This design comes from an exercise in tuning for small area and a short achievable clock period on the open sky130 flow, not from production work. Only simulation tests tie the RTL to the original design; equivalence was not proved. Power figures rest on the tool's default switching activity, not on a simulated workload.

`flow/config.mk`:
```
export PLATFORM = sky130hd
export DESIGN_NAME = CONV
export DESIGN_NICKNAME = CONV
export VERILOG_FILES = /design/flow/design.v
export SDC_FILE = /design/flow/constraint.sdc
export NUM_CORES = 4
export LEC_CHECK = 0
export CAP_MARGIN = 20
export CORE_MARGIN = 2
export CORE_UTILIZATION = 70
export CTS_BUF_LIST = sky130_fd_sc_hd__clkbuf_8
export CTS_CLUSTER_DIAMETER = 40
export CTS_CLUSTER_SIZE = 16
export SLEW_MARGIN = 20
```
`flow/constraint.sdc`:
```
create_clock -name core_clock -period 10.0 [get_ports {clk}]
set_input_delay 2.0000 -clock core_clock [delete_from_list [all_inputs] [get_ports {clk}]]
set_output_delay 2.0000 -clock core_clock [all_outputs]
set_load 0.01 [all_outputs]
```
`flow/design.v`:
```
module CONV(
 input wire reset,  
 input wire clk,  
 input wire signed [7: 0] CONV_iData0,  
 input wire signed [7: 0] CONV_iData1,  
 output reg signed [15: 0] CONV_oData  
);
reg [6:0] cnt;           
reg [3:0] ii;            
reg [7:0] ra [0:8];      
reg [15:0] rf [0:6];     
reg [15:0] rs [0:7];     
reg [7:0] bj;            
reg [15:0] f7s, f7c;     
reg sw_d;                
wire load = (cnt < 7'd8);
wire in_block = (cnt >= 7'd7) && (cnt <= 7'd77);
wire [7:0] ma = ra[6];
wire [7:0] mb = bj;
wire [15:0] fb = rf[6];
wire t1 = (ma[0] & mb[5]) ^ (ma[1] & mb[4]);
wire t2 = (ma[0] & mb[5]) & (ma[1] & mb[4]);
wire t3, t4;
assign {t4, t3} = {1'b0, (ma[0] & mb[6])} + {1'b0, (ma[1] & mb[5])} + {1'b0, (ma[2] & mb[4])};
wire t5 = (ma[3] & mb[3]) ^ (ma[4] & mb[2]);
wire t6 = (ma[3] & mb[3]) & (ma[4] & mb[2]);
wire t7, t8;
assign {t8, t7} = {1'b0, ~(ma[0] & mb[7])} + {1'b0, (ma[1] & mb[6])} + {1'b0, (ma[2] & mb[5])};
wire t9, t10;
assign {t10, t9} = {1'b0, (ma[3] & mb[4])} + {1'b0, (ma[4] & mb[3])} + {1'b0, (ma[5] & mb[2])};
wire t11 = (ma[6] & mb[1]) ^ ~(ma[7] & mb[0]);
wire t12 = (ma[6] & mb[1]) & ~(ma[7] & mb[0]);
wire t13, t14;
assign {t14, t13} = {1'b0, ~(ma[1] & mb[7])} + {1'b0, (ma[2] & mb[6])} + {1'b0, (ma[3] & mb[5])};
wire t15, t16;
assign {t16, t15} = {1'b0, (ma[4] & mb[4])} + {1'b0, (ma[5] & mb[3])} + {1'b0, (ma[6] & mb[2])};
wire t17, t18;
assign {t18, t17} = {1'b0, ~(ma[7] & mb[1])} + {1'b0, 1'b1} + {1'b0, fb[8]};
wire t19, t20;
assign {t20, t19} = {1'b0, ~(ma[2] & mb[7])} + {1'b0, (ma[3] & mb[6])} + {1'b0, (ma[4] & mb[5])};
wire t21, t22;
assign {t22, t21} = {1'b0, (ma[5] & mb[4])} + {1'b0, (ma[6] & mb[3])} + {1'b0, ~(ma[7] & mb[2])};
wire t23, t24;
assign {t24, t23} = {1'b0, ~(ma[3] & mb[7])} + {1'b0, (ma[4] & mb[6])} + {1'b0, (ma[5] & mb[5])};
wire t25 = (ma[0] & mb[3]) ^ (ma[1] & mb[2]);
wire t26 = (ma[0] & mb[3]) & (ma[1] & mb[2]);
wire t27, t28;
assign {t28, t27} = {1'b0, (ma[0] & mb[4])} + {1'b0, (ma[1] & mb[3])} + {1'b0, (ma[2] & mb[2])};
wire t29 = (ma[3] & mb[1]) ^ (ma[4] & mb[0]);
wire t30 = (ma[3] & mb[1]) & (ma[4] & mb[0]);
wire t31, t32;
assign {t32, t31} = {1'b0, t1} + {1'b0, (ma[2] & mb[3])} + {1'b0, (ma[3] & mb[2])};
wire t33, t34;
assign {t34, t33} = {1'b0, (ma[4] & mb[1])} + {1'b0, (ma[5] & mb[0])} + {1'b0, fb[5]};
wire t35, t36;
assign {t36, t35} = {1'b0, t2} + {1'b0, t3} + {1'b0, t5};
wire t37, t38;
assign {t38, t37} = {1'b0, (ma[5] & mb[1])} + {1'b0, (ma[6] & mb[0])} + {1'b0, fb[6]};
wire t39, t40;
assign {t40, t39} = {1'b0, t4} + {1'b0, t6} + {1'b0, t7};
wire t41, t42;
assign {t42, t41} = {1'b0, t9} + {1'b0, t11} + {1'b0, fb[7]};
wire t43, t44;
assign {t44, t43} = {1'b0, t8} + {1'b0, t10} + {1'b0, t12};
wire t45, t46;
assign {t46, t45} = {1'b0, t13} + {1'b0, t15} + {1'b0, t17};
wire t47, t48;
assign {t48, t47} = {1'b0, t14} + {1'b0, t16} + {1'b0, t18};
wire t49, t50;
assign {t50, t49} = {1'b0, t19} + {1'b0, t21} + {1'b0, fb[9]};
wire t51, t52;
assign {t52, t51} = {1'b0, t20} + {1'b0, t22} + {1'b0, t23};
wire t53, t54;
assign {t54, t53} = {1'b0, (ma[6] & mb[4])} + {1'b0, ~(ma[7] & mb[3])} + {1'b0, fb[10]};
wire t55, t56;
assign {t56, t55} = {1'b0, t24} + {1'b0, ~(ma[4] & mb[7])} + {1'b0, (ma[5] & mb[6])};
wire t57, t58;
assign {t58, t57} = {1'b0, (ma[6] & mb[5])} + {1'b0, ~(ma[7] & mb[4])} + {1'b0, fb[11]};
wire t59, t60;
assign {t60, t59} = {1'b0, ~(ma[5] & mb[7])} + {1'b0, (ma[6] & mb[6])} + {1'b0, ~(ma[7] & mb[5])};
wire t61 = (ma[0] & mb[2]) ^ (ma[1] & mb[1]);
wire t62 = (ma[0] & mb[2]) & (ma[1] & mb[1]);
wire t63, t64;
assign {t64, t63} = {1'b0, t25} + {1'b0, (ma[2] & mb[1])} + {1'b0, (ma[3] & mb[0])};
wire t65, t66;
assign {t66, t65} = {1'b0, t26} + {1'b0, t27} + {1'b0, t29};
wire t67, t68;
assign {t68, t67} = {1'b0, t28} + {1'b0, t30} + {1'b0, t31};
wire t69, t70;
assign {t70, t69} = {1'b0, t32} + {1'b0, t34} + {1'b0, t35};
wire t71, t72;
assign {t72, t71} = {1'b0, t36} + {1'b0, t38} + {1'b0, t39};
wire t73, t74;
assign {t74, t73} = {1'b0, t40} + {1'b0, t42} + {1'b0, t43};
wire t75, t76;
assign {t76, t75} = {1'b0, t44} + {1'b0, t46} + {1'b0, t47};
wire t77, t78;
assign {t78, t77} = {1'b0, t48} + {1'b0, t50} + {1'b0, t51};
wire t79, t80;
assign {t80, t79} = {1'b0, t52} + {1'b0, t54} + {1'b0, t55};
wire t81, t82;
assign {t82, t81} = {1'b0, t56} + {1'b0, t58} + {1'b0, t59};
wire t83, t84;
assign {t84, t83} = {1'b0, t60} + {1'b0, ~(ma[6] & mb[7])} + {1'b0, ~(ma[7] & mb[6])};
wire t85 = (ma[0] & mb[1]) ^ (ma[1] & mb[0]);
wire t86 = (ma[0] & mb[1]) & (ma[1] & mb[0]);
wire t87, t88;
assign {t88, t87} = {1'b0, t61} + {1'b0, (ma[2] & mb[0])} + {1'b0, fb[2]};
wire t89, t90;
assign {t90, t89} = {1'b0, t62} + {1'b0, t63} + {1'b0, fb[3]};
wire t91, t92;
assign {t92, t91} = {1'b0, t64} + {1'b0, t65} + {1'b0, fb[4]};
wire t93, t94;
assign {t94, t93} = {1'b0, t66} + {1'b0, t67} + {1'b0, t33};
wire t95, t96;
assign {t96, t95} = {1'b0, t68} + {1'b0, t69} + {1'b0, t37};
wire t97, t98;
assign {t98, t97} = {1'b0, t70} + {1'b0, t71} + {1'b0, t41};
wire t99, t100;
assign {t100, t99} = {1'b0, t72} + {1'b0, t73} + {1'b0, t45};
wire t101, t102;
assign {t102, t101} = {1'b0, t74} + {1'b0, t75} + {1'b0, t49};
wire t103, t104;
assign {t104, t103} = {1'b0, t76} + {1'b0, t77} + {1'b0, t53};
wire t105, t106;
assign {t106, t105} = {1'b0, t78} + {1'b0, t79} + {1'b0, t57};
wire t107, t108;
assign {t108, t107} = {1'b0, t80} + {1'b0, t81} + {1'b0, fb[12]};
wire t109, t110;
assign {t110, t109} = {1'b0, t82} + {1'b0, t83} + {1'b0, fb[13]};
wire t111, t112;
assign {t112, t111} = {1'b0, t84} + {1'b0, (ma[7] & mb[7])} + {1'b0, fb[14]};
wire t113 = fb[15] ^ 1'b1;
wire [15:0] m_s = {t112, t110, t108, t106, t104, t102, t100, t98, t96, t94, t92, t90, t88, t86, t85, (ma[0] & mb[0])};
wire [15:0] m_c = {t113, t111, t109, t107, t105, t103, t101, t99, t97, t95, t93, t91, t89, t87, fb[1], fb[0]};
wire [15:0] ak_g = f7s & f7c;
wire [15:0] ak_p = f7s ^ f7c;
wire bk_g1 = ak_g[1] | (ak_p[1] & ak_g[0]);
wire bk_p1 = ak_p[1] & ak_p[0];
wire bk_g2 = ak_g[3] | (ak_p[3] & ak_g[2]);
wire bk_p2 = ak_p[3] & ak_p[2];
wire bk_g3 = ak_g[5] | (ak_p[5] & ak_g[4]);
wire bk_p3 = ak_p[5] & ak_p[4];
wire bk_g4 = ak_g[7] | (ak_p[7] & ak_g[6]);
wire bk_p4 = ak_p[7] & ak_p[6];
wire bk_g5 = ak_g[9] | (ak_p[9] & ak_g[8]);
wire bk_p5 = ak_p[9] & ak_p[8];
wire bk_g6 = ak_g[11] | (ak_p[11] & ak_g[10]);
wire bk_p6 = ak_p[11] & ak_p[10];
wire bk_g7 = ak_g[13] | (ak_p[13] & ak_g[12]);
wire bk_p7 = ak_p[13] & ak_p[12];
wire bk_g8 = ak_g[15] | (ak_p[15] & ak_g[14]);
wire bk_p8 = ak_p[15] & ak_p[14];
wire bk_g9 = bk_g2 | (bk_p2 & bk_g1);
wire bk_p9 = bk_p2 & bk_p1;
wire bk_g10 = bk_g4 | (bk_p4 & bk_g3);
wire bk_p10 = bk_p4 & bk_p3;
wire bk_g11 = bk_g6 | (bk_p6 & bk_g5);
wire bk_p11 = bk_p6 & bk_p5;
wire bk_g12 = bk_g8 | (bk_p8 & bk_g7);
wire bk_p12 = bk_p8 & bk_p7;
wire bk_g13 = bk_g10 | (bk_p10 & bk_g9);
wire bk_p13 = bk_p10 & bk_p9;
wire bk_g14 = bk_g12 | (bk_p12 & bk_g11);
wire bk_p14 = bk_p12 & bk_p11;
wire bk_g15 = bk_g14 | (bk_p14 & bk_g13);
wire bk_p15 = bk_p14 & bk_p13;
wire bk_g16 = bk_g11 | (bk_p11 & bk_g13);
wire bk_p16 = bk_p11 & bk_p13;
wire bk_g17 = bk_g3 | (bk_p3 & bk_g9);
wire bk_p17 = bk_p3 & bk_p9;
wire bk_g18 = bk_g5 | (bk_p5 & bk_g13);
wire bk_p18 = bk_p5 & bk_p13;
wire bk_g19 = bk_g7 | (bk_p7 & bk_g16);
wire bk_p19 = bk_p7 & bk_p16;
wire bk_g20 = ak_g[2] | (ak_p[2] & bk_g1);
wire bk_p20 = ak_p[2] & bk_p1;
wire bk_g21 = ak_g[4] | (ak_p[4] & bk_g9);
wire bk_p21 = ak_p[4] & bk_p9;
wire bk_g22 = ak_g[6] | (ak_p[6] & bk_g17);
wire bk_p22 = ak_p[6] & bk_p17;
wire bk_g23 = ak_g[8] | (ak_p[8] & bk_g13);
wire bk_p23 = ak_p[8] & bk_p13;
wire bk_g24 = ak_g[10] | (ak_p[10] & bk_g18);
wire bk_p24 = ak_p[10] & bk_p18;
wire bk_g25 = ak_g[12] | (ak_p[12] & bk_g16);
wire bk_p25 = ak_p[12] & bk_p16;
wire bk_g26 = ak_g[14] | (ak_p[14] & bk_g19);
wire bk_p26 = ak_p[14] & bk_p19;
wire [15:0] f_sum = {ak_p[15] ^ bk_g26, ak_p[14] ^ bk_g19, ak_p[13] ^ bk_g25, ak_p[12] ^ bk_g16, ak_p[11] ^ bk_g24, ak_p[10] ^ bk_g18, ak_p[9] ^ bk_g23, ak_p[8] ^ bk_g13, ak_p[7] ^ bk_g22, ak_p[6] ^ bk_g17, ak_p[5] ^ bk_g21, ak_p[4] ^ bk_g9, ak_p[3] ^ bk_g20, ak_p[2] ^ bk_g1, ak_p[1] ^ ak_g[0], ak_p[0]};
integer s;
always @(posedge clk) begin
	if (reset == 0) begin
		cnt <= 7'd0;
		CONV_oData <= 16'd0;
	end else begin
		cnt <= (cnt == 7'd111) ? 7'd0 : cnt + 7'd1;
		if (cnt >= 7'd81 && cnt <= 7'd95)
			CONV_oData <= rs[0];
		else
			CONV_oData <= 16'd0;
	end
	ii <= (cnt == 7'd6 || ii == 4'd8) ? 4'd0 : ii + 4'd1;
	sw_d <= (in_block && ii == 4'd8) || (cnt >= 7'd86 && cnt <= 7'd93);
	if (cnt == 7'd6 || ii == 4'd8)
		bj <= (cnt <= 7'd69) ? rs[5][7:0] : 8'd0;
	f7s <= m_s;
	f7c <= m_c;
	ra[0] <= load ? CONV_iData0 : ra[8];
	for (s = 1; s < 8; s = s + 1)
		ra[s] <= ra[s-1];
	ra[8] <= (cnt == 7'd7) ? 8'd0 : ra[7];
	for (s = 1; s < 7; s = s + 1)
		rf[s] <= rf[s-1];
	rf[0] <= (load || (sw_d && cnt <= 7'd77)) ? 16'd0 : f_sum;
	for (s = 1; s < 8; s = s + 1)
		rs[s] <= rs[s-1];
	rs[0] <= load ? {rs[7][15:8], CONV_iData1} : sw_d ? f_sum : rs[7];
end
endmodule
```
`flow/flow/run.sh`:
```
#!/bin/bash
# Standard layout, with stronger port buffers, a stronger clock root buffer and
# timing repair aimed at a shorter period than the constraint (the constraint
# itself is unchanged).
set -uo pipefail
export BUFFER_PORTS_ARGS="-buffer_cell sky130_fd_sc_hd__buf_2"
export SETUP_SLACK_MARGIN=7.0
export CTS_ARGS="-sink_clustering_enable -repair_clock_nets -sink_clustering_size 12 -sink_clustering_max_diameter 35 -buf_list sky130_fd_sc_hd__clkbuf_4 -dont_use_dummy_load -root_buf sky130_fd_sc_hd__clkbuf_16"
bash standard.sh > standard_flow.log 2>&1
```
`flow/standard.sh`:
```
#!/bin/bash
# synth_recipe.tcl (not shown) runs the flow's synth.tcl, then flattens the netlist and writes it again
# the make line also repeats each setting of config.mk as NAME=value (left out here)
make -C /OpenROAD-flow-scripts/flow DESIGN_CONFIG=/design/flow/config.mk WORK_HOME=/design/flow/orfs CLKGATE_MAP_FILE= SYNTH_SCRIPT=/design/flow/synth_recipe.tcl "${@:-finish}"
```
==> run summary, run 1 <==
Post-Syn Nets: 911
Antenna cell count: 0
Startpoint types: flop
Finished Cell Area: 0.0119 mm^2
Syn Std Cell Area: 0.0110 mm^2
RSZ-0062 raised after global routing: true
Wire per inst: 15.2 um
Hold Crit Class: flop to flop
Initial antenna violation count: 0
R2R Setup Slk: 7060 ps
Dpl cell area: 0.0114 mm^2
Via count: 5413
Reg-to-reg endpoint: f7c[10]
Worst Path Required: 8000 ps
Synthesis-to-finish area growth: 7.92%
I/O Pins: 34
HPWL after DPL: 11500 um
Clock Path Buffers: 3
Latest clock arrival within the worst-skew pair: 500 ps
GR Util met2: 0.360
Crit path capture type: primary output
DRC: 0
Maximum vdd drop: 0.137 mV
Highest clock rate: 0.338 GHz
Vias in the first global route: 5937
CTS Hold Buffers Added: 0
Yosys reg bits: 380
Max cap viols: 0
Slowest stage delay, CP: 330 ps
R2R Path Start: bj[4]
Leak Pwr: 5.17 nW
Layer with the highest usage: met2
Min Clock Period, post-route: 2960 ps
Cts bufs inserted: 44
Gpl congestion: 0.850
Slowest cell on crit path: dfxtp_1
Clock Skew: 69.8 ps
Clock root buffer: clkbuf_16
Setup TNS: 0 ps
Grt met3 use: 0.0537
First-pass GRT wire length: 27900 um
Outcome: finished clean
Worst Hold Launch: ra[0][3]
DIE AREA: 0.0168 mm^2
Fill cells: 942
Setup WS pre-CTS: 6460 ps
Max-slew violations: 0
Clock-pin slew on the worst setup and hold paths: 110 ps
Largest net degree at the start of global routing: 27
Buf/Inv on CP: 1
Yosys cell types: 42
Detail Route Antenna Nets: 0
Initial DRC count: 251
PortBufs: 33
Hold Vio Cnt, Final: 0
CTS tree: yes
Die H: 130 um
Sequential fraction of the synthesis area: 0.696
Crit Path Class: flop to primary output
Initial Util: 0.721
H-tree depth: 2
Initial DRT Pass Iterations: 4
PD cells: 242 mW/mm^2
Worst EP arrival: 960 ps
Detailed Route WL: 16600 um
Die width: 130 um
Period utilization: 0.296
Setup ws final: 7040 ps
Total gr overflow: 0
Crit-path cells: buf_2
Core Area: 0.0153 mm^2
Worst-path fanout max: 1
Multi-input gate area: 0.00295 mm^2
Avg Inst Size Synth: 13.6 um^2
GRT Util Overall: 0.218
Slew margin rel.: 0.575
Worst-Margin Slew: 638 ps
Critical path's top delay family: flip-flops
Depth of the worst register-to-register path: 8
Mapped Cells: 811
Syn. warnings: 4
Cell row count: 45
Drt via density: 4.94
Met1 Use GR: 0.281
Sequential cell area: 0.00769 mm^2
Share of cells above drive strength 1: 0.137
Hold Path End: ra[1][3]
Clock sink total: 380
Worst Hold Depth: 0
Final setup fails: 0
Final net count: 987
==> repair_timing <==
action / CTS / global route
resized for setup: 1 / 10
pin swaps: 0 / 1
endpoints found under the setup margin: 9 / 7
buffers inserted: 2 / 5
==> kinds of logic (layout without fill, tap and decap cells) <==
logic type      after synthesis  count (layout)  synth area share
compound gates               44              44            0.0247
buf+inv                     107             181            0.0384
simple gates                167             167            0.0821
xor+xnor                     14              14            0.0111
flops                       380             380             0.696
fa+ha+maj                    82              82             0.131
mux                          17              17            0.0167
==> placed cells by master, fill, tap and decap left out, drive strengths merged, types with 5 or more instances in the layout <==
cell / count
mux2: 11
mux2i: 6
clkbuf: 44
inv: 95
ha: 26
o21ai: 21
xnor2: 5
edfxtp: 8
and2: 74
fa: 56
buf: 42
nor2: 30
nand2: 46
dfxtp: 372
a21oi: 9
xor2: 9
==> flip-flops by register name (all words and copies together) (netlist names) <==
signal and flops:
rs 128, bj 8, cnt 7, CONV_oData 16, rf 112, ra 72
ii 4, f7s 16, sw_d 1, f7c 16
==> routing by layer <==
metal	up-vias	part of all wire
met5	-	0
met4	0	0.023
met3	38	0.049
met2	141	0.48
met1	2609	0.45
li1	2625	-
==> cells in the mapped netlist <==
master / number / area (um^2)
ha_1: 26 / 325
nand4_1: 3 / 18.8
xnor2_1: 5 / 43.8
buf_6: 2 / 22.5
a21o_1: 3 / 22.5
mux2_2: 11 / 124
and4b_1: 1 / 10.0
a211o_1: 1 / 8.76
a32oi_1: 1 / 8.76
o211ai_1: 2 / 15.0
nand2b_1: 2 / 12.5
nor2b_1: 2 / 12.5
edfxtp_1: 8 / 240
nor4_4: 1 / 21.3
buf_4: 1 / 7.51
and2_1: 74 / 463
nor3_1: 2 / 10.0
inv_1: 94 / 353
a21boi_0: 1 / 7.51
buf_1: 1 / 3.75
nor3b_1: 1 / 7.51
o41ai_1: 1 / 8.76
inv_2: 1 / 3.75
nor2_4: 1 / 11.3
nand3_1: 3 / 15.0
o21a_1: 2 / 15.0
a31o_2: 1 / 8.76
a21oi_1: 9 / 45.0
buf_2: 3 / 15.0
nor4bb_1: 1 / 10.0
mux2i_1: 6 / 60.1
a211oi_1: 1 / 7.51
o21ai_0: 21 / 105
nor2_2: 9 / 56.3
xor2_1: 9 / 78.8
or4_4: 1 / 11.3
a311o_4: 1 / 20.0
clkbuf_1: 5 / 18.8
nand2_1: 46 / 173
nor2_1: 20 / 75.1
fa_1: 56 / 1120
dfxtp_1: 372 / 7450
==> where the power goes <==
part | internal (mW) | switching (mW)
clock | 0.271 | 0.422
combinational | 0.212 | 0.302
sequential | 1.62 | 0.0611
total | 2.10 | 0.786
==> per-stage QoR <==
| step | hold WS, ps | util | total power, mW | instances |
|---|---|---|---|---|
| after floorplan | 310 | - | 2.05 | 811 |
| after global placement | 310 | 0.746 | 2.18 | 1045 |
| after detailed placement | 312 | 0.746 | 2.22 | 1045 |
| after CTS | 261 | 0.774 | 2.92 | 1091 |
| after global routing | 254 | 0.778 | 3.08 | 1096 |
| final | 261 | 0.778 | 2.89 | 1096 |
==> worst max-delay path by stage <==
stage / startpoint / end / slack [ps] / cells after the start
2_1_floorplan: reset / CONV_oData[10] / 7110 / 5
3_3_place_gp: reset / CONV_oData[13] / 6580 / 5
3_5_place_dp: reset / CONV_oData[8] / 6460 / 5
4_1_cts: CONV_oData[5] / CONV_oData[5] / 7000 / 1
5_1_grt: bj[2] / f7c[9] / 6980 / 7
6_report: CONV_oData[10] / CONV_oData[10] / 7040 / 1
==> worst register-to-register path, stage by stage, from the launching register on <==
cell and delay, ps:
edfxtp_1 520, buf_4 200, and2_1 150, fa_1 420, inv_1 90, fa_1 440, fa_1 480, fa_1 500
inv_1 40
==> layout make-up <==
type                            instances  share of cell area
Clock buffer                           44              0.0351
Inverter                               95              0.0299
Multi-Input combinational cell        324               0.247
Sequential cell                       380               0.645
Tap cell                              211              0.0221
Timing Repair Buffer                   42              0.0204
==> run 2, diff against run 1 <==
==> flow/flow/run.sh (replaced) <==
#!/bin/bash
# Standard layout, with stronger port buffers, a stronger clock root buffer and
# timing repair aimed at a shorter period than the constraint (the constraint
# itself is unchanged).
set -uo pipefail
export BUFFER_PORTS_ARGS="-buffer_cell sky130_fd_sc_hd__buf_2"
export SETUP_SLACK_MARGIN=7.0
export CTS_ARGS="-sink_clustering_enable -repair_clock_nets -sink_clustering_size 16 -sink_clustering_max_diameter 40 -buf_list sky130_fd_sc_hd__clkbuf_8 -dont_use_dummy_load"
bash standard.sh > standard_flow.log 2>&1
==> run 2 against run 1 <==
Against the previous run: first-iteration DRC count is 0.80% lower; routed wire length down 0.84%; setup slack lost 74 ps; clock skew is 5.9 ps higher.
==> run summary, run 2 <==
Outcome: finished clean
Buf/Inv on CP: 1 (unchanged)
Hold Vio Cnt, Final: 0 (unchanged)
HPWL after DPL: 11500 um (unchanged)
Slowest stage delay, CP: 340 ps (about the same)
Gpl congestion: 0.850 (unchanged)
Maximum vdd drop: 0.159 mV (+16%)
Commonest non-fill, non-tap cells in the layout: 364 x dfxtp_1, 93 x inv_1, 70 x and2_1
Detailed Route WL: 16500 um (-0.84%)
Crit path capture type: primary output
Combinational power share: 0.178 (about the same)
Period utilization: 0.303 (+0.00737)
Latest clock arrival within the worst-skew pair: 580 ps (+80 ps)
Synth top cells by count: 372 x dfxtp_1, 94 x inv_1, 74 x and2_1
Startpoint types: flop
Drt via density: 4.91 (-0.67%)
PortBufs: 33 (unchanged)
Largest net degree at the start of global routing: 27 (unchanged)
Leak Pwr: 5.14 nW (-0.45%)
Reg with most FFs: rs
Initial DRC count: 249 (-0.80%)
Min Clock Period, post-route: 3030 ps (+73.7 ps)
Sequential fraction of the synthesis area: 0.696 (unchanged)
I/O Pins: 34 (unchanged)
Initial DRT Pass Iterations: 4 (unchanged)
Die H: 130 um (unchanged)
Setup TNS: 0 ps (unchanged)
GRT Util Overall: 0.213 (-0.00583)
Slew margin rel.: 0.570 (-0.00409)
Worst-path fanout max: 1 (unchanged)
Worst-Margin Slew: 644 ps (+6.14 ps)
First-pass GRT wire length: 27500 um (-1.6%)
Final setup fails: 0 (unchanged)
Post-layout util: 0.781 (+0.00278)
Clock root buffer: clkbuf_8
PD cells: 241 mW/mm^2 (-0.57%)
Post-synth EDFFs: 8 (unchanged)
CTS Hold Buffers Added: 0 (unchanged)
Sequential share of power: 0.583 (about the same)
Total gr overflow: 0 (unchanged)
Top-area cell type share of the netlist area: 0.674 (unchanged)
Crit-path cells: buf_6
Wire per inst: 15.3 um (+0.63%)
Hold Path End: rs[1][1]
Clock Path Buffers: 3 (unchanged)
Initial antenna violation count: 0 (unchanged)
RSZ-0062 raised after global routing: true
Vias in the first global route: 5741 (-3.3%)
Biggest regs: rs: 128 flops, rf: 112 flops, ra: 72 flops
Setup ws final: 6970 ps (-73.7 ps)
Max-slew violations: 0 (unchanged)
Mapped Cells: 811 (unchanged)
Cell row count: 45 (unchanged)
Sw Ratio: 0.269 (-0.00253)
Worst Hold Depth: 0 (unchanged)
Most common cell after layout, fill and taps aside: dfxtp_1
Setup WS pre-CTS: 6460 ps (unchanged)
Reg-to-reg endpoint: f7c[8]
Worst Hold Launch: rs[0][1]
DRC: 0 (unchanged)
Hold Crit Class: flop to flop
Post-Syn Nets: 911 (unchanged)
R2R Setup Slk: 7060 ps (about the same)
Clock sink total: 380 (unchanged)
Clock group share of total power: 0.239 (about the same)
Ys flop type: dfxtp_1
Total power draw: 2.88 mW (-0.22%)
Synthesis-to-finish area growth: 8.30%
Crit Path Class: flop to primary output
Syn. warnings: 4 (unchanged)
Pint: 2.11 mW (+0.13%)
P_sw: 0.777 mW (-1.1%)
Core Area: 0.0153 mm^2 (unchanged)
DIE AREA: 0.0168 mm^2 (unchanged)
Ys async rst share: 0 (unchanged)
Yosys reg bits: 380 (unchanged)
Final net count: 970 (-1.7%)
Top-count cell post-synth: dfxtp_1
H-tree depth: 1 (-1)
Max FFs per register: 128 (unchanged)
Worst EP arrival: 1030 ps (+70 ps)
Die width: 130 um (unchanged)
Cts bufs inserted: 31 (-30%)
Critical path's top delay family: flip-flops
Initial Util: 0.721 (unchanged)
Highest clock rate: 0.330 GHz (-2.4%)
Syn Std Cell Area: 0.0110 mm^2 (unchanged)
R2R Path Start: bj[7]
Synth area leader: dfxtp_1
Detail Route Antenna Nets: 0 (unchanged)
Yosys cell types: 42 (unchanged)
Area contributors post-synth: dfxtp_1 67%, fa_1 10%, and2_1 4.2%
Via count: 5298 (-2.1%)
Max cap viols: 0 (unchanged)
Clock Skew: 75.7 ps (+5.88 ps)
Worst Path Required: 8000 ps (about the same)
Depth of the worst register-to-register path: 8 (unchanged)
Clock-pin slew on the worst setup and hold paths: 90 ps (-20 ps)
Share of cells above drive strength 1: 0.128 (-0.00884)
Slowest cell on crit path: dfxtp_2
CTS tree: yes
Avg Inst Size Synth: 13.6 um^2 (unchanged)
==> run 2: worst max path at each step <==
| stage | from | to | slack [ps] | cells after the start |
|---|---|---|---|---|
| 6_report | CONV_oData[5] | CONV_oData[5] | 6970 | 1 |
| 5_1_grt | CONV_oData[5] | CONV_oData[5] | 6910 | 1 |
| 4_1_cts | CONV_oData[5] | CONV_oData[5] | 6930 | 1 |
| 3_5_place_dp | reset | CONV_oData[8] | 6460 | 5 |
| 3_3_place_gp | reset | CONV_oData[13] | 6580 | 5 |
| 2_1_floorplan | reset | CONV_oData[10] | 7110 | 5 |
==> run 2: cell families (layout without fill, tap and decap cells) <==
family | count (synthesis) | after routing | synth area share
buf+inv | 107 | 164 | 0.0384
compound gates | 44 | 44 | 0.0247
other cells | 0 | 1 | 0
simple gates | 167 | 167 | 0.0821
xor+xnor | 14 | 14 | 0.0111
flops | 380 | 380 | 0.696
mux | 17 | 17 | 0.0167
fa+ha+maj | 82 | 82 | 0.131
==> run 2: cell type report <==
type	instances	area, um^2
Fill cell	921	3350
Inverter	95	357
Multi-Input combinational cell	324	2950
Clock buffer	31	427
Timing Repair Buffer	38	263
Sequential cell	380	7700
Tap cell	211	264
Antenna cell	1	2.50
==> run 2: power by group through the flow <==
| stage | Sequential, mW | Clock (mW) | Combinational [mW] |
|---|---|---|---|
| 2_1_floorplan | 1.69 | 0 | 0.363 |
| 3_3_place_gp | 1.71 | 0 | 0.467 |
| 3_5_place_dp | 1.72 | 0 | 0.502 |
| 4_1_cts | 1.68 | 0.712 | 0.512 |
| 5_1_grt | 1.69 | 0.770 | 0.594 |
| 6_report | 1.68 | 0.688 | 0.512 |
==> run 2: metal layers <==
metal / vias up / routed length (um) / GRT usage
li1: 2581 / - / -
met1: 2566 / 7320 / 0.279
met2: 117 / 7950 / 0.362
met3: 34 / 855 / 0.0434
met4: 0 / 370 / 0.0595
met5: - / 0 / 0
==> run 2: worst register-to-register path: stages, from the launching register on <==
cell      delay [ps]
edfxtp_1         460
and2_4           200
fa_1             520
inv_1             50
fa_1             500
inv_1             60
fa_1             410
fa_1             520
inv_1             40
==> run 2: per-stage QoR <==
stage | hold WS [ps] | instance area (um^2) | cells
2_1_floorplan | 310 | 11000 | 811
3_3_place_gp | 310 | 11400 | 1045
3_5_place_dp | 312 | 11400 | 1045
4_1_cts | 308 | 11900 | 1078
5_1_grt | 313 | 12000 | 1079
6_report | 304 | 12000 | 1080
==> run 2: timing repair <==
action / CTS / global route
setup endpoints to repair: 19 / 23
pin swaps: 0 / 5
buffers inserted: 2 / 1
resized for setup: 6 / 18
==> run 3, diff against run 2 <==
==> flow/flow/run.sh (replaced) <==
#!/bin/bash
# Standard layout, with stronger port buffers, a stronger clock root buffer and
# timing repair aimed at a shorter period than the constraint (the constraint
# itself is unchanged).
set -uo pipefail
export BUFFER_PORTS_ARGS="-buffer_cell sky130_fd_sc_hd__buf_2"
export SETUP_SLACK_MARGIN=7.15
export CTS_ARGS="-sink_clustering_enable -repair_clock_nets -sink_clustering_size 16 -sink_clustering_max_diameter 40 -buf_list sky130_fd_sc_hd__clkbuf_8 -dont_use_dummy_load -root_buf sky130_fd_sc_hd__clkbuf_16"
bash standard.sh > standard_flow.log 2>&1
==> run 3 against run 2 <==
Against the previous run: die area is the same; still clean on timing, DRC and antenna; critical path type unchanged; combinational power is 2% higher; clock skew shrank 27 ps; global-route usage rose by 0.20 points; via count fell by 0.13%; count of clock-buffer cells in the layout is 4 higher; cell area grew 1.8%; sequential power about the same.
==> run summary, run 3 <==
Outcome: finished clean
Pint: 2.20 mW (+4.6%)
Clock sink total: 380 (unchanged)
Total gr overflow: 0 (unchanged)
Crit-path cells: buf_6
Reg with most FFs: rs
Clock Path Buffers: 3 (unchanged)
Yosys cell types: 42 (unchanged)
Detailed Route WL: 16700 um (+1.5%)
Gpl congestion: 0.832 (-2.2%)
Mapped Cells: 811 (unchanged)
Initial antenna violation count: 0 (unchanged)
Syn Std Cell Area: 0.0110 mm^2 (unchanged)
RSZ-0062 raised after global routing: true
Post-Syn Nets: 911 (unchanged)
Maximum vdd drop: 0.145 mV (-8.4%)
Worst Hold Launch: rs[6][2]
CTS tree: yes
PortBufs: 33 (unchanged)
Clock root buffer: clkbuf_16
Hold Vio Cnt, Final: 0 (unchanged)
Multi-input gate area: 0.00299 mm^2 (+1.4%)
Worst Path Required: 8000 ps (about the same)
Wire per inst: 15.4 um (+0.53%)
Via count: 5291 (-0.13%)
Yosys reg bits: 380 (unchanged)
Worst EP arrival: 920 ps (-110 ps)
Latest clock arrival within the worst-skew pair: 480 ps (-100 ps)
Final setup fails: 0 (unchanged)
Worst-path fanout max: 1 (unchanged)
HPWL after DPL: 11300 um (-1.8%)
Initial DRT Pass Iterations: 4 (unchanged)
WL met3: 707 um (-17%)
Slowest cell on crit path: dfxtp_2
Cts bufs inserted: 35 (+13%)
Die width: 130 um (unchanged)
Avg Inst Size Synth: 13.6 um^2 (unchanged)
Crit Path Class: flop to primary output
Synth top cells by count: 372 x dfxtp_1, 94 x inv_1, 74 x and2_1
First-pass GRT wire length: 27500 um (+0.20%)
Met1 wire length: 7960 um (+8.6%)
Top-count cell post-synth: dfxtp_1
Area contributors post-synth: dfxtp_1 67%, fa_1 10%, and2_1 4.2%
CTS Hold Buffers Added: 0 (unchanged)
Post-synth EDFFs: 8 (unchanged)
Initial Util: 0.721 (unchanged)
Synth area leader: dfxtp_1
Ys async rst share: 0 (unchanged)
Slew margin rel.: 0.562 (-0.00829)
Fill cells: 899 (-2.4%)
Worst-Margin Slew: 650 ps (+5.33 ps)
Initial DRC count: 198 (-20%)
Startpoint types: flop
Vias in the first global route: 5671 (-1.2%)
Max FFs per register: 128 (unchanged)
Post-layout util: 0.795 (+0.0139)
Setup ws final: 7080 ps (+107 ps)
Setup WS pre-CTS: 6790 ps (+327 ps)
Clock-pin slew on the worst setup and hold paths: 90 ps (about the same)
H-tree depth: 2 (+1)
Core Area: 0.0153 mm^2 (unchanged)
Clock Skew: 48.6 ps (-27.2 ps)
Detail Route Antenna Nets: 0 (unchanged)
Sw Ratio: 0.264 (-0.00532)
Syn. warnings: 4 (unchanged)
Largest net degree at the start of global routing: 24 (-11%)
Sequential fraction of the synthesis area: 0.696 (unchanged)
DR top layer: met4
Period utilization: 0.292 (-0.0107)
Drt via density: 4.85 (-1.0%)
Max cap viols: 0 (unchanged)
Crit path capture type: primary output
R2R Path Start: bj[7]
I/O Pins: 34 (unchanged)
Critical Path Source: CONV_oData[10]
Clock group share of total power: 0.263 (+0.024)
Synthesis-to-finish area growth: 10.2%
Hold Crit Class: flop to flop
Setup TNS: 0 ps (unchanged)
Share of cells above drive strength 1: 0.168 (+0.0405)
Slowest stage delay, CP: 330 ps (about the same)
Combinational power share: 0.174 (-0.004)
P_sw: 0.790 mW (+1.8%)
Cell row count: 45 (unchanged)
Ys flop type: dfxtp_1
Critical path's top delay family: flip-flops
Antenna cell count: 0 (-1)
Sequential share of power: 0.563 (-0.020)
Max-slew violations: 0 (unchanged)
DRC: 0 (unchanged)
Top-area cell type share of the netlist area: 0.674 (unchanged)
Highest clock rate: 0.342 GHz (+3.7%)
Leak Pwr: 5.24 nW (+1.9%)
Die H: 130 um (unchanged)
Buf/Inv on CP: 1 (unchanged)
Final net count: 981 (+1.1%)
PD cells: 246 mW/mm^2 (+2.0%)
Biggest regs: rs: 128 flops, rf: 112 flops, ra: 72 flops
Most common cell after layout, fill and taps aside: dfxtp_1
Sequential cell area: 0.00771 mm^2 (+0.15%)
Met2 Routed Length: 7720 um (-2.8%)
GRT Util Overall: 0.215 (+0.00201)
DIE AREA: 0.0168 mm^2 (unchanged)
Min Clock Period, post-route: 2920 ps (-107 ps)
Commonest non-fill, non-tap cells in the layout: 357 x dfxtp_1, 86 x inv_1, 67 x and2_1
==> run 3: cell types whose count changed in the layout (fill, tap and decap cells not counted), sizes merged <==
cell and delta:
diode -1, clkbuf +4, buf +7
==> run 3: logic make-up (layout without fill, tap and decap cells) <==
kind of cell    after synthesis  in the layout  synth area share
flops                       380            380             0.696
simple gates                167            167            0.0821
mux                          17             17            0.0167
buf+inv                     107            175            0.0384
compound gates               44             44            0.0247
xor+xnor                     14             14            0.0111
fa+ha+maj                    82             82             0.131
==> run 3: area by class of cell <==
class | instances | area share
repair buffers | 45 | 0.0259
flip-flops and latches | 380 | 0.633
well taps | 211 | 0.0217
clock buffers | 35 | 0.0442
multi-input cells | 324 | 0.246
inverters | 95 | 0.0293
==> run 3: final timing paths <==
kind | to | slack, ps | cells past startpoint
worst min-delay path | rs[7][2] | 290 | 0
worst max-delay path | CONV_oData[10] | 7080 | 1
worst max register to register | f7c[10] | 7120 | 7
worst min register to register | rs[7][2] | 290 | 0
==> run 3: power groups by stage <==
stage | combinational [mW] | sequential, mW | clock (mW)
2_1_floorplan | 0.363 | 1.69 | 0
3_3_place_gp | 0.454 | 1.71 | 0
3_5_place_dp | 0.487 | 1.72 | 0
4_1_cts | 0.504 | 1.68 | 0.811
5_1_grt | 0.603 | 1.69 | 0.873
6_report | 0.522 | 1.68 | 0.787
==> run 3: repair_timing <==
item | 4_1_cts | 5_1_grt
setup endpoints to repair | 22 | 27
resized for setup | 24 | 28
setup buffers | 6 | 5
gates cloned | 0 | 0
pin swaps | 10 | 24
==> run 3: metrics by stage <==
step	hold slack, ps	instance area [um^2]	total power, mW	instances
floorplan	310	11000	2.05	811
global placement	310	11400	2.17	1044
detailed placement	312	11400	2.20	1044
CTS	293	12100	3.00	1085
global route	299	12200	3.17	1090
finish	293	12200	2.99	1090
==> run 3: per-layer routing <==
metal | global-route usage | vias to the layer above
met5 | 0 | -
met4 | 0.0740 | 0
met3 | 0.0413 | 33
met2 | 0.338 | 97
met1 | 0.303 | 2558
li1 | - | 2603
==> run 4, diff against run 3 <==
--- a/flow/flow/run.sh
+++ b/flow/flow/run.sh
@@ -6,3 +6,3 @@
 export BUFFER_PORTS_ARGS="-buffer_cell sky130_fd_sc_hd__buf_2"
-export SETUP_SLACK_MARGIN=7.15
+export SETUP_SLACK_MARGIN=7.0
 export CTS_ARGS="-sink_clustering_enable -repair_clock_nets -sink_clustering_size 16 -sink_clustering_max_diameter 40 -buf_list sky130_fd_sc_hd__clkbuf_8 -dont_use_dummy_load -root_buf sky130_fd_sc_hd__clkbuf_16"
==> run 4 against run 3 <==
Against the previous run: still clean on timing, DRC and antenna; clock skew up 17 ps; sequential share of layout area grew 0.92 points; cell area shrank 1.6%; clock power down 8.1%; total power shrank 2.4%; register-to-register slack worse by 30 ps; synthesized cell count stayed put; first-iteration DRC count up 47%.
==> run summary, run 4 <==
Commonest non-fill, non-tap cells in the layout: 366 x dfxtp_1, 93 x inv_1, 71 x and2_1
Ys flop type: dfxtp_1
Biggest regs: rs: 128 flops, rf: 112 flops, ra: 72 flops
Post-synth EDFFs: 8 (unchanged)
Clock Skew: 65.5 ps (+16.9 ps)
Clock sink total: 380 (unchanged)
Crit Path Class: flop to primary output
Post-layout util: 0.782 (-0.0127)
Xor-xnor portion of the synthesized cell area: 0.0111 (unchanged)
Total instance count after detailed placement: 1045 (+0.096%)
Die width: 130 um (unchanged)
Total power draw: 2.92 mW (-2.4%)
Top-count cell post-synth: dfxtp_1
Buf/Inv on CP: 1 (unchanged)
Largest family of logic cells by synthesized area: adder cells
Worst EP arrival: 960 ps (+40 ps)
Period utilization: 0.296 (+0.00393)
Synth Area in Simple Gates: 0.0821 (unchanged)
Depth of the worst register-to-register path: 7 (unchanged)
Syn Std Cell Area: 0.0110 mm^2 (unchanged)
Crit-path cells: buf_6
Total gr overflow: 0 (unchanged)
Detail Route Antenna Nets: 0 (unchanged)
Post-Syn Nets: 911 (unchanged)
Slowest cell on crit path: dfxtp_2
R2R Path Start: bj[4]
Avg Inst Size Synth: 13.6 um^2 (unchanged)
Highest clock rate: 0.337 GHz (-1.3%)
Startpoint types: flop
PD cells: 244 mW/mm^2 (-0.77%)
Largest net degree at the start of global routing: 27 (+13%)
Max FFs per register: 128 (unchanged)
Yosys cell types: 42 (unchanged)
Initial antenna violation count: 0 (unchanged)
Max cap viols: 0 (unchanged)
Die H: 130 um (unchanged)
Synth top cells by count: 372 x dfxtp_1, 94 x inv_1, 74 x and2_1
Maximum vdd drop: 0.159 mV (+9.3%)
Core Area: 0.0153 mm^2 (unchanged)
Dpl cell area: 0.0114 mm^2 (about the same)
Worst Path Required: 8000 ps (about the same)
Final net count: 971 (-1.0%)
GRT Util Overall: 0.216 (+0.00161)
Final setup fails: 0 (unchanged)
Top-area cell type share of the netlist area: 0.674 (unchanged)
CP endpoint: CONV_oData[5]
Max-slew violations: 0 (unchanged)
Worst path depth: 1 (unchanged)
First-pass GRT wire length: 27900 um (+1.4%)
Setup WS pre-CTS: 6460 ps (-327 ps)
Detailed Route WL: 16800 um (+0.14%)
DIE AREA: 0.0168 mm^2 (unchanged)
Post-Synth Adder-Cell Area: 0.131 (unchanged)
R2R Setup Slk: 7090 ps (-30 ps)
Share of cells above drive strength 1: 0.127 (-0.0418)
Area contributors post-synth: dfxtp_1 67%, fa_1 10%, and2_1 4.2%
Synthesis-to-finish area growth: 8.46%
Fill cells: 914 (+1.7%)
Sequential fraction of the synthesis area: 0.696 (unchanged)
Ys async rst share: 0 (unchanged)
Sequential share of power: 0.576 (+0.013)
Initial DRC count: 291 (+47%)
Min Clock Period, post-route: 2960 ps (+39.3 ps)
Cell row count: 45 (unchanged)
Combinational power share: 0.177 (+0.003)
PortBufs: 33 (unchanged)
Worst hold slack: 302 ps (+9.48 ps)
Slew margin rel.: 0.576 (+0.0141)
Clock group share of total power: 0.247 (-0.016)
Clock root buffer: clkbuf_16
Leak Pwr: 5.16 nW (-1.6%)
Initial DRT Pass Iterations: 4 (unchanged)
Setup TNS: 0 ps (unchanged)
I/O Pins: 34 (unchanged)
Mapped Cells: 811 (unchanged)
DRC: 0 (unchanged)
Post-Layout Cell Count: 1080 (-0.92%)
Most common cell after layout, fill and taps aside: dfxtp_1
Antenna cell count: 0 (unchanged)
Mux contribution to synthesized area: 0.0167 (unchanged)
CTS Hold Buffers Added: 0 (unchanged)
Clock Path Buffers: 3 (unchanged)
Critical Path Source: CONV_oData[5]
P_sw: 0.786 mW (-0.51%)
Critical path's top delay family: flip-flops
Outcome: finished clean
Initial Util: 0.721 (unchanged)
Crit path capture type: primary output
Drt via density: 4.92 (+1.4%)
Worst-Margin Slew: 635 ps (-15.0 ps)
Synth area leader: dfxtp_1
Reg-to-reg endpoint: f7c[8]
Complex-gate fraction of the synthesized area: 0.0247 (unchanged)
Pint: 2.14 mW (-3.0%)
Setup ws final: 7040 ps (-39.3 ps)
Reg with most FFs: rs
Hold Crit Class: flop to flop
Cts bufs inserted: 31 (-11%)
Wire per inst: 15.5 um (+1.1%)
RSZ-0062 raised after global routing: true
Worst-path fanout max: 1 (unchanged)
CTS tree: yes
H-tree depth: 1 (-1)
Clock-pin slew on the worst setup and hold paths: 90 ps (about the same)
Sw Ratio: 0.269 (+0.00499)
Latest clock arrival within the worst-skew pair: 510 ps (+30 ps)
Syn. warnings: 4 (unchanged)
HPWL after DPL: 11500 um (+1.8%)
Gpl congestion: 0.850 (+2.2%)
Yosys reg bits: 380 (unchanged)
Via count: 5318 (+0.51%)
Slowest stage delay, CP: 340 ps (about the same)
Hold Vio Cnt, Final: 0 (unchanged)
Finished Cell Area: 0.0120 mm^2 (-1.6%)
Vias in the first global route: 5746 (+1.3%)
==> run 4: cell families (layout without fill, tap and decap cells) <==
| logic type | count (synthesis) | in the layout |
|---|---|---|
| AOI/OAI and AO/OA | 44 | 44 |
| xor gates and xnor gates | 14 | 14 |
| adders and majority gates | 82 | 82 |
| buffers and inverters | 107 | 165 |
| DFF | 380 | 380 |
| muxes | 17 | 17 |
| and+or+nand+nor | 167 | 167 |
==> run 4: final cells by class <==
class	instances	area (um^2)	share of cell area
clock buffer	31	460	0.0384
inverter	95	357	0.0298
multi-input combinational	324	2950	0.246
sequential	380	7690	0.642
tap	211	264	0.0220
timing repair buffer	39	251	0.0210
==> run 4: worst min-delay path by stage <==
stage               from   endpoint  slack, ps  depth (start not counted)
2_1_floorplan   rf[6][0]     f7c[0]        310                          0
3_3_place_gp   rs[1][10]  rs[2][10]        310                          0
3_5_place_dp    ra[4][0]   ra[5][0]        310                          0
4_1_cts         rs[0][1]   rs[1][1]        310                          0
5_1_grt         rs[0][1]   rs[1][1]        310                          0
6_report        rs[0][1]   rs[1][1]        300                          0
==> run 4: power groups by stage <==
stage,Sequential (mW),Clock (mW),Combinational [mW]
after floorplan,1.69,0,0.363
after global placement,1.71,0,0.467
after detailed placement,1.72,0,0.502
after CTS,1.68,0.746,0.515
after global routing,1.69,0.804,0.597
final,1.68,0.723,0.517
==> run 4: what timing repair did <==
item                                   in CTS  in global routing
resized for setup                           2                 17
setup endpoints to repair                   5                  9
endpoints found under the hold margin       0                  0
pin swaps                                   0                  5
setup buffers                               2                  2
==> run 4: metal layers <==
metal  up-vias  global-route usage  routed length (um)
met5         -                   0                   0
met2       126               0.367                8050
met4         0              0.0588                 429
li1       2579                   -                   -
met3        42              0.0454                 788
met1      2571               0.285                7500
==> run 5, diff against run 4 <==
--- a/flow/design.v
+++ b/flow/design.v
@@ -8,3 +8,2 @@
 reg [6:0] cnt;           
-reg [3:0] ii;            
 reg [7:0] ra [0:8];      
@@ -16,3 +15,4 @@
 wire load = (cnt < 7'd8);
-wire in_block = (cnt >= 7'd7) && (cnt <= 7'd77);
+wire bubble = (cnt == 7'd15) || (cnt == 7'd24) || (cnt == 7'd33) || (cnt == 7'd42) ||
+              (cnt == 7'd51) || (cnt == 7'd60) || (cnt == 7'd69);
 wire [7:0] ma = ra[6];
@@ -202,5 +202,4 @@
 	end
-	ii <= (cnt == 7'd6 || ii == 4'd8) ? 4'd0 : ii + 4'd1;
-	sw_d <= (in_block && ii == 4'd8) || (cnt >= 7'd86 && cnt <= 7'd93);
-	if (cnt == 7'd6 || ii == 4'd8)
+	sw_d <= bubble || (cnt >= 7'd86 && cnt <= 7'd93);
+	if (cnt == 7'd6 || bubble || cnt == 7'd78)
 		bj <= (cnt <= 7'd69) ? rs[5][7:0] : 8'd0;
--- a/flow/config.mk
+++ b/flow/config.mk
@@ -9,3 +9,3 @@
 export CORE_MARGIN = 2
-export CORE_UTILIZATION = 70
+export CORE_UTILIZATION = 75
 export CTS_BUF_LIST = sky130_fd_sc_hd__clkbuf_8
==> run 5 against run 4 <==
Against the previous run: clock power grew 8.9%; maximum frequency increased by 0.18%; count of clock-buffer cells in the layout increased by 4; register-to-register slack barely moved; cell area down 0.83%; flip-flop and latch count down 4; first-iteration DRC count fell by 33%; die area shrank 6.8%; critical endpoint is now CONV_oData[8].
==> run summary, run 5 <==
CTS Hold Buffers Added: 0 (unchanged)
Max FFs per register: 128 (unchanged)
Synthesis-to-finish area growth: 8.02%
Antenna cell count: 0 (unchanged)
Total gr overflow: 0 (unchanged)
Crit path capture type: primary output
Syn. warnings: 4 (unchanged)
Worst EP arrival: 960 ps (about the same)
Hold Crit Class: flop to flop
Clock Path Buffers: 3 (unchanged)
Outcome: finished clean
Slowest cell on crit path: dfxtp_2
Avg Inst Size Synth: 13.6 um^2 (-0.30%)
CTS tree: yes
Detailed Route WL: 16900 um (+0.68%)
Wire per inst: 16.1 um (+3.5%)
DRC: 0 (unchanged)
Critical path's top delay family: flip-flops
Clock root buffer: clkbuf_16
Most common cell after layout, fill and taps aside: dfxtp_1
Sequential fraction of the synthesis area: 0.692 (-0.00435)
DIE AREA: 0.0156 mm^2 (-6.8%)
Slew margin rel.: 0.575 (-0.00169)
Initial antenna violation count: 0 (unchanged)
Yosys reg bits: 376 (-1.1%)
Met1 Use GR: 0.310 (+0.0247)
Initial DRC count: 195 (-33%)
Worst Path Required: 8000 ps (about the same)
Clock-pin slew on the worst setup and hold paths: 100 ps (about the same)
Commonest non-fill, non-tap cells in the layout: 364 x dfxtp_1, 89 x inv_1, 64 x and2_1
Die H: 125 um (-3.5%)
Min Clock Period, post-route: 2960 ps (-5.34 ps)
Core Area: 0.0144 mm^2 (-5.8%)
Post-Syn Nets: 909 (-0.22%)
HPWL after DPL: 11500 um (-0.13%)
Crit Path Class: flop to primary output
Maximum vdd drop: 0.180 mV (+13%)
Top-area cell type share of the netlist area: 0.670 (-0.00444)
Worst-Margin Slew: 637 ps (+2.53 ps)
Die width: 125 um (-3.5%)
Period utilization: 0.296 (-0.000534)
Layer with the highest usage: met2
Mapped Cells: 810 (-0.12%)
Syn Std Cell Area: 0.0110 mm^2 (-0.42%)
Worst-path fanout max: 1 (unchanged)
Vias in the first global route: 5693 (-0.92%)
I/O Pins: 34 (unchanged)
Max cap viols: 0 (unchanged)
Via count: 5331 (+0.24%)
Area contributors post-synth: dfxtp_1 67%, fa_1 10%, and2_1 3.6%
Crit-path cells: buf_2
Slowest stage delay, CP: 340 ps (about the same)
RSZ-0062 raised after global routing: true
GRT Util Overall: 0.227 (+0.0107)
Post-Synth Adder-Cell Area: 0.130 (-0.000586)
GR Util met2: 0.371 (+0.00343)
Mux contribution to synthesized area: 0.0167 (+0.0000701)
Xor-xnor portion of the synthesized cell area: 0.00956 (-0.00155)
Post-synth EDFFs: 8 (unchanged)
Detail Route Antenna Nets: 0 (unchanged)
Cell row count: 44 (-2.2%)
PortBufs: 33 (unchanged)
Synth area leader: dfxtp_1
Post-layout util: 0.824 (+0.0415)
Leak Pwr: 5.13 nW (-0.55%)
Drt via density: 5.07 (+3.0%)
Share of cells above drive strength 1: 0.116 (-0.0101)
Clock sink total: 376 (-1.1%)
Clock Skew: 60.2 ps (-5.30 ps)
PD cells: 221 mW/mm^2 (-9.2%)
H-tree depth: 2 (+1)
Buf/Inv on CP: 1 (unchanged)
Biggest regs: rs: 128 flops, rf: 112 flops, ra: 72 flops
Gpl congestion: 0.845 (-0.56%)
Largest family of logic cells by synthesized area: adder cells
Synth Area in Simple Gates: 0.0837 (+0.00160)
Initial Util: 0.762 (+0.0413)
Finished Cell Area: 0.0119 mm^2 (-0.83%)
Hold Vio Cnt, Final: 0 (unchanged)
Max-slew violations: 0 (unchanged)
Largest net degree at the start of global routing: 25 (-7.4%)
Highest clock rate: 0.338 GHz (+0.18%)
First-pass GRT wire length: 27900 um (-0.17%)
Yosys cell types: 44 (+4.8%)
Final setup fails: 0 (unchanged)
Ys flop type: dfxtp_1
Complex-gate fraction of the synthesized area: 0.0283 (+0.00363)
Dpl cell area: 0.0113 mm^2 (-1.0%)
Top-count cell post-synth: dfxtp_1
Latest clock arrival within the worst-skew pair: 490 ps (-20 ps)
Reg with most FFs: rs
Synth top cells by count: 368 x dfxtp_1, 91 x inv_1, 64 x and2_1
Ys async rst share: 0 (unchanged)
Setup TNS: 0 ps (unchanged)
Cts bufs inserted: 35 (+13%)
Startpoint types: flop
Final net count: 968 (-0.31%)
Initial DRT Pass Iterations: 4 (unchanged)
Grt met3 use: 0.0432 (-0.00220)
==> run 5: cell count changes in the layout (fill, tap and decap cells not counted), sizes merged, moves of 2 or more <==
| cell | delta |
|---|---|
| clkbuf | +4 |
| nand2 | +2 |
| buf | -3 |
| inv | -4 |
| xor2 | -2 |
| o211ai | +2 |
| nor2b | +8 |
| and2 | -10 |
| nand3b | +3 |
| dfxtp | -4 |
==> run 5: layout make-up <==
| class | count | area, um^2 |
|---|---|---|
| Timing Repair Buffer | 36 | 198 |
| Clock buffer | 35 | 538 |
| Tap cell | 184 | 230 |
| Sequential cell | 376 | 7610 |
| Multi-Input combinational cell | 329 | 2960 |
| Inverter | 91 | 342 |
| Fill cell | 810 | 2540 |
==> run 5: through the flow <==
step / instances / setup WS, ps / hold WS, ps / power [mW]
detailed placement: 1014 / 6850 / 312 / 1.88
global route: 1051 / 6980 / 288 / 2.74
global placement: 1014 / 6920 / 310 / 1.86
finish: 1051 / 7040 / 293 / 2.63
CTS: 1051 / 7010 / 296 / 2.65
floorplan: 810 / 7170 / 310 / 1.79
==> run 5: routing by layer <==
metal,part of all wire,vias to the layer above
met4,0.027,0
met1,0.44,2596
li1,-,2586
met2,0.48,112
met5,0,-
met3,0.046,37
==> run 5: power breakdown <==
part	internal (mW)	total, mW	switching [mW]
clock network	0.359	0.787	0.428
registers	1.57	1.60	0.0332
logic	0.101	0.245	0.144
==> run 5: path summary, 6_finish.rpt <==
path | slack (ps) | to | cells past startpoint | start
worst max-delay path | 7040 | CONV_oData[8] | 1 | CONV_oData[8]
worst min-delay path | 290 | rs[2][5] | 0 | rs[1][5]
worst max register to register | 7080 | f7c[7] | 8 | bj[7]
worst min register to register | 290 | rs[2][5] | 0 | rs[1][5]
==> run 5: worst register-to-register path, delay by kind of cell (launching register included) <==
family,cells,cell delay (ps)
DFF,1,420
adders and majority gates,4,2040
buffers and inverters,3,170
and+or+nand+nor,1,180
==> run 5: what timing repair did <==
item	4_1_cts	5_1_grt
hold endpoints to repair	0	0
setup endpoints to repair	3	6
resized for setup	1	9
setup buffers	2	0
pin swaps	0	2
==> run 5: cells by family (layout without fill, tap and decap cells) <==
group           Yosys count  after routing
flops                   376            376
simple gates            172            172
buf+inv                 105            162
fa+ha+maj                81             81
compound gates           47             47
mux                      17             17
xor+xnor                 12             12
==> run 6, diff against run 5 <==
--- a/flow/config.mk
+++ b/flow/config.mk
@@ -9,3 +9,3 @@
 export CORE_MARGIN = 2
-export CORE_UTILIZATION = 75
+export CORE_UTILIZATION = 70
 export CTS_BUF_LIST = sky130_fd_sc_hd__clkbuf_8
==> run 6 against run 5 <==
Against the previous run: combinational power about the same; sequential share of layout area down 0.26 points; total power down 0.24%; count of clock-buffer cells in the layout unchanged; critical path type unchanged; highest routed layer unchanged.
==> run summary, run 6 <==
Share of cells above drive strength 1: 0.116 (-0.000535)
Initial DRT Pass Iterations: 4 (unchanged)
Setup WS pre-CTS: 6830 ps (-18.3 ps)
RSZ-0062 raised after global routing: true
Clock Path Buffers: 3 (unchanged)
Sequential fraction of the synthesis area: 0.692 (unchanged)
Complex-gate fraction of the synthesized area: 0.0283 (unchanged)
Final setup fails: 0 (unchanged)
H-tree depth: 2 (unchanged)
Synth top cells by count: 368 x dfxtp_1, 91 x inv_1, 64 x and2_1
Post-Synth Adder-Cell Area: 0.130 (unchanged)
Critical path's top delay family: flip-flops
Hold Vio Cnt, Final: 0 (unchanged)
Synth Area in Simple Gates: 0.0837 (unchanged)
Yosys cell types: 44 (unchanged)
Clock sink total: 376 (unchanged)
Post-Syn Nets: 909 (unchanged)
Die width: 129 um (+3.4%)
Worst-Margin Slew: 709 ps (+71.9 ps)
Finished Cell Area: 0.0119 mm^2 (+0.41%)
Highest clock rate: 0.340 GHz (+0.59%)
Drt via density: 4.93 (-2.9%)
Worst Path Required: 8000 ps (about the same)
Detail Route Antenna Nets: 0 (unchanged)
Startpoint types: flop
Crit Path Class: flop to primary output
Commonest non-fill, non-tap cells in the layout: 364 x dfxtp_1, 91 x inv_1, 64 x and2_1
Biggest regs: rs: 128 flops, rf: 112 flops, ra: 72 flops
Max cap viols: 0 (unchanged)
Maximum vdd drop: 0.199 mV (+11%)
Max-slew violations: 0 (unchanged)
R2R Path Start: ra[6][1]
Mux contribution to synthesized area: 0.0167 (unchanged)
PD cells: 220 mW/mm^2 (-0.65%)
Final net count: 972 (+0.41%)
Latest clock arrival within the worst-skew pair: 490 ps (about the same)
Leak Pwr: 5.15 nW (+0.40%)
Cell row count: 45 (+2.3%)
Crit-path cells: buf_2
Worst-path fanout max: 1 (unchanged)
Clock Skew: 63.8 ps (+3.59 ps)
Initial DRC count: 259 (+33%)
HPWL after DPL: 11200 um (-3.1%)
Top-count cell post-synth: dfxtp_1
Reg with most FFs: rs
Ys flop type: dfxtp_1
Via count: 5331 (unchanged)
Avg Inst Size Synth: 13.6 um^2 (unchanged)
GRT Util Overall: 0.213 (-0.0141)
Detailed Route WL: 16600 um (-1.8%)
Vias in the first global route: 5594 (-1.7%)
Synth area leader: dfxtp_1
R2R Setup Slk: 7100 ps (+20 ps)
Syn. warnings: 4 (unchanged)
Crit path capture type: primary output
Wire per inst: 15.3 um (-4.6%)
Top-area cell type share of the netlist area: 0.670 (unchanged)
Die H: 129 um (+3.4%)
Min Clock Period, post-route: 2940 ps (-17.4 ps)
PortBufs: 33 (unchanged)
Depth of the worst register-to-register path: 8 (unchanged)
Outcome: finished clean
Setup ws final: 7060 ps (+17.4 ps)
DIE AREA: 0.0167 mm^2 (+6.9%)
Reg-to-reg endpoint: f7c[7]
Gpl congestion: 0.810 (-4.2%)
Worst path depth: 1 (unchanged)
Slowest stage delay, CP: 330 ps (about the same)
Initial Util: 0.721 (-0.0417)
Hold Path End: rf[5][9]
Clock-pin slew on the worst setup and hold paths: 90 ps (about the same)
DRC: 0 (unchanged)
Synthesis-to-finish area growth: 8.46%
Ys async rst share: 0 (unchanged)
Largest family of logic cells by synthesized area: adder cells
Largest net degree at the start of global routing: 17 (-32%)
Buf/Inv on CP: 1 (unchanged)
Total instance count after detailed placement: 1041 (+2.7%)
Antenna cell count: 0 (unchanged)
Max FFs per register: 128 (unchanged)
Slowest cell on crit path: dfxtp_1
Syn Std Cell Area: 0.0110 mm^2 (unchanged)
I/O Pins: 34 (unchanged)
Total gr overflow: 0 (unchanged)
Post-synth EDFFs: 8 (unchanged)
Worst hold slack: 303 ps (+10.0 ps)
Post-Layout Cell Count: 1082 (+2.9%)
Most common cell after layout, fill and taps aside: dfxtp_1
Xor-xnor portion of the synthesized cell area: 0.00956 (unchanged)
Worst Hold Depth: 0 (unchanged)
Cts bufs inserted: 35 (unchanged)
Mapped Cells: 810 (unchanged)
Hold Crit Class: flop to flop
Setup TNS: 0 ps (unchanged)
Worst Hold Launch: rf[4][9]
Dpl cell area: 0.0113 mm^2 (+0.30%)
First-pass GRT wire length: 27100 um (-2.7%)
CTS tree: yes
Yosys reg bits: 376 (unchanged)
Area contributors post-synth: dfxtp_1 67%, fa_1 10%, and2_1 3.6%
Slew margin rel.: 0.524 (-0.0509)
Period utilization: 0.294 (-0.00174)
Core Area: 0.0153 mm^2 (+5.8%)
Initial antenna violation count: 0 (unchanged)
Worst EP arrival: 940 ps (-20 ps)
Clock root buffer: clkbuf_16
CTS Hold Buffers Added: 0 (unchanged)
-- run 6: cell count changes in the layout (fill, tap and decap cells not counted) --
cell	before	now
inv_1	89	91
fa_1	54	56
buf_6	2	0
buf_2	32	33
inv_2	2	0
fa_2	2	0
buf_4	2	7
-- run 6: worst max-delay path by stage --
stage / startpoint / end / slack (ps)
3_3_place_gp: reset / CONV_oData[10] / 6890
3_5_place_dp: reset / CONV_oData[6] / 6830
2_1_floorplan: reset / CONV_oData[10] / 7170
6_report: CONV_oData[6] / CONV_oData[6] / 7060
5_1_grt: ra[6][1] / f7c[7] / 6990
4_1_cts: CONV_oData[7] / CONV_oData[7] / 7010
-- run 6: metal layers --
layer	wire (um)	part of all wire	up-vias	global-route usage
met5	0	0	-	0
met4	337	0.020	0	0.0627
met3	656	0.040	34	0.0512
met2	8110	0.49	103	0.350
met1	7470	0.45	2604	0.285
li1	-	-	2590	-
-- run 6: logic make-up (layout without fill, tap and decap cells) --
family / after synthesis / in the layout
AOI/OAI and AO/OA: 47 / 47
xor gates and xnor gates: 12 / 12
adders and majority gates: 81 / 81
buffers and inverters: 105 / 166
DFF: 376 / 376
muxes: 17 / 17
and+or+nand+nor: 172 / 172
-- run 6: layout make-up --
| class | count | area, um^2 |
|---|---|---|
| Sequential cell | 376 | 7610 |
| Fill cell | 933 | 3330 |
| Multi-Input combinational cell | 329 | 2960 |
| Clock buffer | 35 | 538 |
| Inverter | 91 | 342 |
| Tap cell | 211 | 264 |
| Timing Repair Buffer | 40 | 218 |
-- run 6: what timing repair did --
action / 4_1_cts / 5_1_grt
buffers inserted: 0 / 6
gates resized for setup: 0 / 4
endpoints found under the hold margin: 0 / 0
endpoints found under the setup margin: 0 / 4
-- run 6: stage by stage --
| stage | total power [mW] | util |
|---|---|---|
| floorplan | 1.79 | - |
| global placement | 1.86 | 0.743 |
| detailed placement | 1.87 | 0.743 |
| CTS | 2.65 | 0.779 |
| global route | 2.75 | 0.782 |
| finish | 2.62 | 0.782 |
-- run 6: power breakdown --
group | switching, mW | internal (mW)
clock network | 0.424 | 0.358
registers | 0.0328 | 1.57
logic | 0.142 | 0.101

==> port drivers added, routing unchanged <==
Ports are ideal in the flow. The routed layouts listed here were re-timed in OpenROAD. Step 1, drivers: a clkbuf_16 drives clk and a buf_2 each remaining input, both assumed. Step 2, shift: input delay + t, output delay - t, t = (earliest + latest rising clock arrival at the registers) / 2. This alone moves slack from input paths to output paths. Slacks: no drivers / after step 1 / after step 2; pairs: no drivers / after step 1.
run	shift t [ns]	slack for setup (ns)	worst setup path at the end	clock arrival spread, ns	cell pins on the clock port's net
run 1	0.506	7.043 / 7.003 / 6.843	input to register	0.078 / 0.078	1
run 2	0.582	6.969 / 6.931 / 6.841	input to register	0.075 / 0.076	1
run 3	0.498	7.076 / 7.035 / 6.840	input to register	0.049 / 0.048	1
run 4	0.524	7.037 / 6.994 / 6.863	input to register	0.067 / 0.067	1
run 5	0.508	7.042 / 6.997 / 6.871	input to register	0.060 / 0.060	1
run 6	0.504	7.060 / 7.014 / 6.852	input to register	0.064 / 0.065	1
After both steps every run listed still meets setup and hold. The setup slack of run 3, which loses most, moves by -0.041 ns with the drivers and by -0.236 ns with both steps.
